This is an optimization exercise on Yosys and OpenROAD, whose aim is small area, not a production implementation.
Function was checked by simulation only, so behaviour that the tests miss may differ from the original. The flow treats the clock pin as an ideal source, which a real chip does not have.

==> inputs of job 3849 <==
// mem_tester
module mem_tester
#(
  parameter DRAM_DATA_SIZE = 16,
  parameter DRAM_COL_SIZE = 9,
  parameter DRAM_ROW_SIZE = 13,
  parameter DRAM_TEST_ROWBNK = 7  
)
(
	input clk,
	input rst_n,
	output reg [31:0] passcount,
	output reg [31:0] failcount,
	input  [DRAM_DATA_SIZE-1:0] DRAM_DQ_I,
	output [DRAM_DATA_SIZE-1:0] DRAM_DQ_O,
	output DRAM_DQ_OE,
	output [DRAM_ROW_SIZE-1:0] DRAM_ADDR,
	output DRAM_LDQM,DRAM_UDQM,
	output DRAM_WE_N,
	output DRAM_CAS_N,
	output DRAM_RAS_N,
	output DRAM_CS_N,
	output DRAM_BA_0,
	output DRAM_BA_1
);
reg inc_pass_ctr;  
reg inc_err_ctr;   
reg check_in_progress;  
always @(posedge clk)
	if( !rst_n ) passcount <= 32'd0;
		else if( inc_pass_ctr ) passcount <= passcount + 32'd1;
always @(posedge clk)
	if ( !rst_n ) failcount <= 32'd0;
		else if( inc_err_ctr ) failcount <= failcount + 32'd1;
wire [DRAM_DATA_SIZE-1:0] rnd_out_nx;  
wire dram_ready;
reg dram_start,dram_rnw;
wire rd_state, hold_a, long_loop, inj_a, inj_b;
wire [5:0] rom_idx;
rnd_vec_gen my_rnd
(
	.clk(clk),
	.next(dram_ready),
	.rnw(dram_rnw),
	.rd_state(rd_state),
	.hold_a(hold_a),
	.long_loop(long_loop),
	.inj_a(inj_a),
	.inj_b(inj_b),
	.rom_idx(rom_idx),
	.wr_out_d(DRAM_DQ_O),
	.rd_out_nx(rnd_out_nx)
);
wire dram_done;
sdram_control my_dram
(
	.rst_n(rst_n),
	.clk(clk),
	.start(dram_start),
	.rnw(dram_rnw),
	.done(dram_done),
	.ready(dram_ready),
	.rd_state(rd_state),
	.hold_a(hold_a),
	.long_loop(long_loop),
	.inj_a(inj_a),
	.inj_b(inj_b),
	.rom_idx(rom_idx),
  ...
export LEC_CHECK = 0
export CAP_MARGIN = 20
export CORE_MARGIN = 2
export CORE_UTILIZATION = 55
export CTS_BUF_LIST = sky130_fd_sc_hd__clkbuf_8
export CTS_CLUSTER_DIAMETER = 50
export CTS_CLUSTER_SIZE = 16
export PLACE_DENSITY = 0.75
export SLEW_MARGIN = 20
create_clock -name core_clock -period 5.0 [get_ports {clk}]
standard.sh (not shown) runs the stock make flow with config.mk's settings and CLKGATE_MAP_FILE= SYNTH_SCRIPT=/design/flow/synth_recipe.tcl, a recipe that flattens the netlist after the stock synthesis.
==> flow/flow/run.sh <==
#!/bin/bash
# Own layout flow: the standard flow (standard.sh, unchanged synthesis) with
#  - port buffers of the smallest buffer cell instead of the default choice,
#  - clock tree built from clkbuf_8 clusters without dummy loads.
# The full output of the ORFS run is kept in standard.log; ORFS's per-step logs
# are under orfs/logs/.
set -euo pipefail
export BUFFER_PORTS_ARGS="-buffer_cell sky130_fd_sc_hd__buf_1"
export CTS_ARGS="-sink_clustering_enable -repair_clock_nets -sink_clustering_size 34 -sink_clustering_max_diameter 100 -buf_list sky130_fd_sc_hd__clkbuf_16 -dont_use_dummy_load"
bash standard.sh > standard.log 2>&1
==> job 9154: changes against job 3849 <==
--- a/flow/design.v
+++ b/flow/design.v
@@ -19,27 +19,28 @@
 	reg [15:0] rb [0:55];
 	reg [15:0] tl [56:61];
 	reg c_lo;
 	always @* begin
 		case (rom_idx)
-			6'd1, 6'd3, 6'd6, 6'd8, 6'd10, 6'd12, 6'd14, 6'd16, 6'd18, 6'd20,
-			6'd22, 6'd25, 6'd27, 6'd29, 6'd31, 6'd33, 6'd35, 6'd37, 6'd39, 6'd41,
-			6'd43, 6'd46, 6'd48, 6'd50, 6'd52, 6'd54, 6'd56, 6'd58, 6'd60, 6'd62: c_lo = 1'b1;
+			6'd1, 6'd4, 6'd6, 6'd8, 6'd10, 6'd12, 6'd14, 6'd16, 6'd18, 6'd20,
+			6'd23, 6'd25, 6'd27, 6'd29, 6'd31, 6'd33, 6'd35, 6'd37, 6'd39, 6'd41,
+			6'd44, 6'd46, 6'd48, 6'd50, 6'd52, 6'd54, 6'd56, 6'd58, 6'd60: c_lo = 1'b1;
 			default: c_lo = 1'b0;
 		endcase
 	end
-	wire [15:0] seed_nx = (rom_idx == 6'd0) ? 16'h8dde : ra[0] - 16'h9e37 - {15'd0, c_lo};
+	wire [15:0] seed_nx = (rom_idx == 6'd0) ? 16'h516f : ra[0] - 16'h9e37 - {15'd0, c_lo};
 	reg [5:0] j;
 	always @(posedge clk)
 		if (!next) j <= 6'd0;
 		else if (j != 6'd55) j <= j + 6'd1;
 	wire le23 = (j <= 6'd23);
 	wire le54 = (j <= 6'd54);
 	wire step_a = next & ~rnw;
 	wire step_b = next &  rnw;
 	reg first_b;  
 	wire loop_a = hold_a & ~inj_a;
+	wire seed_a = inj_a & (rom_idx != 6'd62);
 	wire loop_b = ~step_b & (~rd_state | (first_b & (j == 6'd0)));
 	wire row_end = ~next & (j != 6'd0);
 	always @(posedge clk)
 		first_b <= loop_b | (first_b & ~row_end);
 	wire [15:0] a54 = le54 ? tl[54+GA] : ra[54];
@@ -47,25 +48,24 @@
 	wire [15:0] b54 = (le54 & ~first_b) ? tl[54+GB] : rb[54];
 	wire [15:0] b23 = (le23 & ~first_b) ? rb[23+GB] : rb[23];
 	wire [15:0] rb0_nx = step_b ? b54 + b23 : (inj_b ? W0 : rb[0]);
 	integer i;
 	always @(posedge clk) begin
-		ra[0] <= step_a ? a54 + a23 : (inj_a ? seed_nx : ra[0]);
-		ra[1] <= loop_a ? (long_loop ? ra[55] : ra[54]) : ra[0];
-		for (i = 2; i < 56; i = i + 1)
+		ra[0] <= step_a ? a54 + a23 : (seed_a ? seed_nx : ra[0]);
+		ra[1] <= (loop_a &  long_loop) ? ra[55] : ra[0];
+		ra[2] <= (loop_a & ~long_loop) ? ra[55] : ra[1];
+		for (i = 3; i < 56; i = i + 1)
 			ra[i] <= ra[i-1];
 		rb[0] <= rb0_nx;
-		rb[1] <= inj_b ? ra[19] : (loop_b ? rb[55] : rb[0]);
+		rb[1] <= inj_b ? ra[29] : (loop_b ? rb[55] : rb[0]);
 		for (i = 2; i < 56; i = i + 1)
 			rb[i] <= rb[i-1];
 		tl[56] <= rnw ? rb[55] : ra[55];
 		for (i = 57; i < 62; i = i + 1)
 			tl[i] <= tl[i-1];
 	end
-	reg a_looped;
-	always @(posedge clk) a_looped <= loop_a;
-	assign wr_out_d  = a_looped ? ra[0] : ra[1];
+	assign wr_out_d  = ra[1];
 	assign rd_out_nx = rb0_nx;
 endmodule
 module sdram_control
 #(
 parameter DRAM_DATA_SIZE = 16,
@@ -230,18 +230,18 @@
 always @(posedge clk)
 	if ((state == RD_BEGIN2) | (state == WR_BEGIN2)) actr <= 0;
 	else if ((state == RD_END2) | (state == WR_END1)) actr <= actr + 1'd1;
 wire wr_state = (state >= WR_BEGIN1);
 assign rd_state = (state >= RD_BEGIN1) && (state <= RD_END2);
-wire last_gap = ((state >= WR_BST) && (&actr[DRAM_ROWBNK-1:0])) ||
+wire last_gap = ((state >= WR_PRE) && (&actr[DRAM_ROWBNK-1:0])) ||
                 ((state == WR_CHKEND) && actr[DRAM_ROWBNK]);
-assign hold_a = ~(ready & ~rnw) & (~wr_state | last_gap) & ~(s_idle & start & ~rnw);
+assign hold_a = ~(ready & ~rnw) & (~wr_state | last_gap);
 always @(posedge clk)
-	long_loop <= rd_state & (((actr == 0) && (ctr[9:0] == 10'd39)) ||
-	                         (long_loop & ~((actr == 3) && (ctr[9:0] == 10'd187))));
-assign inj_a   = (state == W200US2) && (ctr[CTR200US_SIZE:6] == 10'd23);
-assign inj_b   = (state == W200US2) && (ctr[CTR200US_SIZE:6] == 10'd25);
+	long_loop <= rd_state & (((actr == 0) && (ctr[9:0] == 10'd40)) ||
+	                         (long_loop & ~((actr == 3) && (ctr[9:0] == 10'd188))));
+assign inj_a   = (state == W200US2) && (ctr[CTR200US_SIZE:6] == 10'd34) && ~&ctr[5:0];
+assign inj_b   = (state == W200US2) && (ctr[CTR200US_SIZE:6] == 10'd80);
 assign rom_idx = ctr[5:0];
 endmodule
 module mem_tester
 #(
   parameter DRAM_DATA_SIZE = 16,
==> flow/flow/run.sh (replaced) <==
#!/bin/bash
# Own layout flow: the standard flow (standard.sh, unchanged synthesis) with
#  - port buffers of the smallest buffer cell instead of the default choice,
#  - clock tree built from clkbuf_8 clusters of up to 19 flip-flops, without
#    dummy loads.
# The full output of the ORFS run is kept in standard.log; ORFS's per-step logs
# are under orfs/logs/.
set -euo pipefail
export BUFFER_PORTS_ARGS="-buffer_cell sky130_fd_sc_hd__buf_1"
export CTS_ARGS="-sink_clustering_enable -repair_clock_nets -sink_clustering_size 18 -sink_clustering_max_diameter 60 -buf_list sky130_fd_sc_hd__clkbuf_8 -dont_use_dummy_load"
bash standard.sh > standard.log 2>&1
==> flow/config.mk (replaced) <==
export PLATFORM = sky130hd
export DESIGN_NAME = mem_tester
export DESIGN_NICKNAME = mem_tester
export VERILOG_FILES = /design/flow/design.v
export SDC_FILE = /design/flow/constraint.sdc
export NUM_CORES = 4
export LEC_CHECK = 0
export CAP_MARGIN = 20
export CORE_MARGIN = 2
export CORE_UTILIZATION = 70
export PLACE_DENSITY = 0.9
export SLEW_MARGIN = 20
==> job 4456: changes against job 3849 <==
==> flow/flow/run.sh (replaced) <==
#!/bin/bash
# Own layout flow: the standard flow (standard.sh, unchanged synthesis) with
#  - port buffers of the smallest buffer cell instead of the default choice,
#  - clock tree built from clkbuf_8 clusters without dummy loads.
# The full output of the ORFS run is kept in standard.log; ORFS's per-step logs
# are under orfs/logs/.
set -euo pipefail
export BUFFER_PORTS_ARGS="-buffer_cell sky130_fd_sc_hd__buf_1"
export CTS_ARGS="-sink_clustering_enable -repair_clock_nets -sink_clustering_size 36 -sink_clustering_max_diameter 45 -buf_list sky130_fd_sc_hd__clkbuf_16 -dont_use_dummy_load"
bash standard.sh > standard.log 2>&1
==> flow/config.mk (replaced) <==
export PLATFORM = sky130hd
export DESIGN_NAME = mem_tester
export DESIGN_NICKNAME = mem_tester
export VERILOG_FILES = /design/flow/design.v
export SDC_FILE = /design/flow/constraint.sdc
export NUM_CORES = 4
export LEC_CHECK = 0
export CAP_MARGIN = 20
export CORE_MARGIN = 2
export CORE_UTILIZATION = 65
export PLACE_DENSITY = 0.85
export SLEW_MARGIN = 20
==> job 1767: changes against job 3849 <==
--- a/flow/design.v
+++ b/flow/design.v
@@ -19,27 +19,28 @@
 	reg [15:0] rb [0:55];
 	reg [15:0] tl [56:61];
 	reg c_lo;
 	always @* begin
 		case (rom_idx)
-			6'd1, 6'd3, 6'd6, 6'd8, 6'd10, 6'd12, 6'd14, 6'd16, 6'd18, 6'd20,
-			6'd22, 6'd25, 6'd27, 6'd29, 6'd31, 6'd33, 6'd35, 6'd37, 6'd39, 6'd41,
-			6'd43, 6'd46, 6'd48, 6'd50, 6'd52, 6'd54, 6'd56, 6'd58, 6'd60, 6'd62: c_lo = 1'b1;
+			6'd1, 6'd4, 6'd6, 6'd8, 6'd10, 6'd12, 6'd14, 6'd16, 6'd18, 6'd20,
+			6'd23, 6'd25, 6'd27, 6'd29, 6'd31, 6'd33, 6'd35, 6'd37, 6'd39, 6'd41,
+			6'd44, 6'd46, 6'd48, 6'd50, 6'd52, 6'd54, 6'd56, 6'd58, 6'd60: c_lo = 1'b1;
 			default: c_lo = 1'b0;
 		endcase
 	end
-	wire [15:0] seed_nx = (rom_idx == 6'd0) ? 16'h8dde : ra[0] - 16'h9e37 - {15'd0, c_lo};
+	wire [15:0] seed_nx = (rom_idx == 6'd0) ? 16'h516f : ra[0] - 16'h9e37 - {15'd0, c_lo};
 	reg [5:0] j;
 	always @(posedge clk)
 		if (!next) j <= 6'd0;
 		else if (j != 6'd55) j <= j + 6'd1;
 	wire le23 = (j <= 6'd23);
 	wire le54 = (j <= 6'd54);
 	wire step_a = next & ~rnw;
 	wire step_b = next &  rnw;
 	reg first_b;  
 	wire loop_a = hold_a & ~inj_a;
+	wire seed_a = inj_a & (rom_idx != 6'd62);
 	wire loop_b = ~step_b & (~rd_state | (first_b & (j == 6'd0)));
 	wire row_end = ~next & (j != 6'd0);
 	always @(posedge clk)
 		first_b <= loop_b | (first_b & ~row_end);
 	wire [15:0] a54 = le54 ? tl[54+GA] : ra[54];
@@ -47,25 +48,24 @@
 	wire [15:0] b54 = (le54 & ~first_b) ? tl[54+GB] : rb[54];
 	wire [15:0] b23 = (le23 & ~first_b) ? rb[23+GB] : rb[23];
 	wire [15:0] rb0_nx = step_b ? b54 + b23 : (inj_b ? W0 : rb[0]);
 	integer i;
 	always @(posedge clk) begin
-		ra[0] <= step_a ? a54 + a23 : (inj_a ? seed_nx : ra[0]);
-		ra[1] <= loop_a ? (long_loop ? ra[55] : ra[54]) : ra[0];
-		for (i = 2; i < 56; i = i + 1)
+		ra[0] <= step_a ? a54 + a23 : (seed_a ? seed_nx : ra[0]);
+		ra[1] <= (loop_a &  long_loop) ? ra[55] : ra[0];
+		ra[2] <= (loop_a & ~long_loop) ? ra[55] : ra[1];
+		for (i = 3; i < 56; i = i + 1)
 			ra[i] <= ra[i-1];
 		rb[0] <= rb0_nx;
-		rb[1] <= inj_b ? ra[19] : (loop_b ? rb[55] : rb[0]);
+		rb[1] <= inj_b ? ra[29] : (loop_b ? rb[55] : rb[0]);
 		for (i = 2; i < 56; i = i + 1)
 			rb[i] <= rb[i-1];
 		tl[56] <= rnw ? rb[55] : ra[55];
 		for (i = 57; i < 62; i = i + 1)
 			tl[i] <= tl[i-1];
 	end
-	reg a_looped;
-	always @(posedge clk) a_looped <= loop_a;
-	assign wr_out_d  = a_looped ? ra[0] : ra[1];
+	assign wr_out_d  = ra[1];
 	assign rd_out_nx = rb0_nx;
 endmodule
 module sdram_control
 #(
 parameter DRAM_DATA_SIZE = 16,
@@ -230,18 +230,18 @@
 always @(posedge clk)
 	if ((state == RD_BEGIN2) | (state == WR_BEGIN2)) actr <= 0;
 	else if ((state == RD_END2) | (state == WR_END1)) actr <= actr + 1'd1;
 wire wr_state = (state >= WR_BEGIN1);
 assign rd_state = (state >= RD_BEGIN1) && (state <= RD_END2);
-wire last_gap = ((state >= WR_BST) && (&actr[DRAM_ROWBNK-1:0])) ||
+wire last_gap = ((state >= WR_PRE) && (&actr[DRAM_ROWBNK-1:0])) ||
                 ((state == WR_CHKEND) && actr[DRAM_ROWBNK]);
-assign hold_a = ~(ready & ~rnw) & (~wr_state | last_gap) & ~(s_idle & start & ~rnw);
+assign hold_a = ~(ready & ~rnw) & (~wr_state | last_gap);
 always @(posedge clk)
-	long_loop <= rd_state & (((actr == 0) && (ctr[9:0] == 10'd39)) ||
-	                         (long_loop & ~((actr == 3) && (ctr[9:0] == 10'd187))));
-assign inj_a   = (state == W200US2) && (ctr[CTR200US_SIZE:6] == 10'd23);
-assign inj_b   = (state == W200US2) && (ctr[CTR200US_SIZE:6] == 10'd25);
+	long_loop <= rd_state & (((actr == 0) && (ctr[9:0] == 10'd40)) ||
+	                         (long_loop & ~((actr == 3) && (ctr[9:0] == 10'd188))));
+assign inj_a   = (state == W200US2) && (ctr[CTR200US_SIZE:6] == 10'd34) && ~&ctr[5:0];
+assign inj_b   = (state == W200US2) && (ctr[CTR200US_SIZE:6] == 10'd80);
 assign rom_idx = ctr[5:0];
 endmodule
 module mem_tester
 #(
   parameter DRAM_DATA_SIZE = 16,
==> flow/flow/run.sh (replaced) <==
#!/bin/bash
# Own layout flow: the standard flow (standard.sh, unchanged synthesis) with
#  - port buffers of the smallest buffer cell instead of the default choice,
#  - clock tree built from clkbuf_8 clusters of up to 19 flip-flops, without
#    dummy loads.
# The full output of the ORFS run is kept in standard.log; ORFS's per-step logs
# are under orfs/logs/.
set -euo pipefail
export BUFFER_PORTS_ARGS="-buffer_cell sky130_fd_sc_hd__buf_1"
export CTS_ARGS="-sink_clustering_enable -repair_clock_nets -sink_clustering_size 19 -sink_clustering_max_diameter 60 -buf_list sky130_fd_sc_hd__clkbuf_8 -dont_use_dummy_load"
bash standard.sh > standard.log 2>&1
==> reports/metrics.yaml <==
outcome: "complete, no violations"
path_cells: "ha_1 -> nor2_1 -> o211ai_2 -> and2_1 -> buf_4 -> mux2_2 -> fa_1 -> a211o_1 -> a21oi_1 -> o21ai_1 -> a311oi_2 -> xor2_1 -> a221oi_1 -> o21ai_0 -> nor4_1 -> o2111ai_1"
syn_inst: 3184
clock_latency_ns: 0.81
worstRegToRegCells: 16
place_area_um2: 50180
htree_levels: 4
cp.arrival_ns: 5.01
syn_area_per_cell_um2: 15.21
hold_start: "my_rnd.rb[47][13]"
syn2layout_area_growth_pct: 7.335
# the run above: job 1767

==> reports/metrics.yaml <==
outcome: "complete, no violations"
cp.arrival_ns: 5.24
syn_inst: 3184
place_area_um2: 49900
htree_levels: 4
clock_latency_ns: 0.78
path_cells: "ha_1 -> nor2_1 -> o211ai_2 -> and2_1 -> buf_4 -> mux2_2 -> fa_1 -> a211o_1 -> a21oi_1 -> o21ai_1 -> a311oi_2 -> xor2_1 -> a221oi_1 -> o21ai_0 -> nor4_1 -> o2111ai_1"
syn2layout_area_growth_pct: 6.795
# the run above: job 9154

==> reports/metrics.yaml <==
outcome: "complete, no violations"
hold_start: "my_rnd.ra[37][9]"
worstRegToRegCells: 16
htree_levels: 3
place_area_um2: 50320
syn_area_per_cell_um2: 15.07
cp.arrival_ns: 5.05
syn2layout_area_growth_pct: 7.053
clock_latency_ns: 0.67
# the run above: job 3849

==> reports/metrics.yaml <==
syn_area_per_cell_um2: 15.07
place_area_um2: 50070
hold_start: "my_rnd.rb[33][15]"
syn2layout_area_growth_pct: 8.960
cts_buffers: 116
yosysTopAreaCell: "dfxtp_1"
final_cell_mix: "1,996 x dfxtp_1, 145 x nor2_1, 121 x nand2_1"
outcome: "complete, no violations"
htree_levels: 3
syn_inst: 3227
clock_latency_ns: 0.69
worstRegToRegCells: 17
# the run above: job 4456

## what the ideal ports hide
The results above use ideal ports. As a check the final layouts listed here were re-extracted and re-timed, cells and wires unchanged.
Step 1: set_driving_cell puts a clkbuf_16 on clk and a buf_2 on each other input, an assumption about the parent block.
Step 2 also shifts input and output timing later by t, the mid clock arrival at the registers, as if the neighbouring blocks saw the same clock.
a / b / c = ideal / step 1 / step 2; a / b = the first two.
| run | t (ns) | setup WS [ns] | worst setup path after step 2 | slew at the worst register clock pin (ns) |
|---|---|---|---|---|
| job 3849 | 0.701 | 0.491 / 0.491 / 0.491 | register to register | 0.12 / 0.12 |
| job 9154 | 0.816 | 0.417 / 0.417 / 0.417 | register to register | 0.12 / 0.12 |
| job 4456 | 0.731 | 0.331 / 0.331 / 0.331 | register to register | 0.11 / 0.11 |
| job 1767 | 0.814 | 0.649 / 0.649 / 0.649 | register to register | 0.12 / 0.12 |
After both steps setup and hold are still met in every run listed.
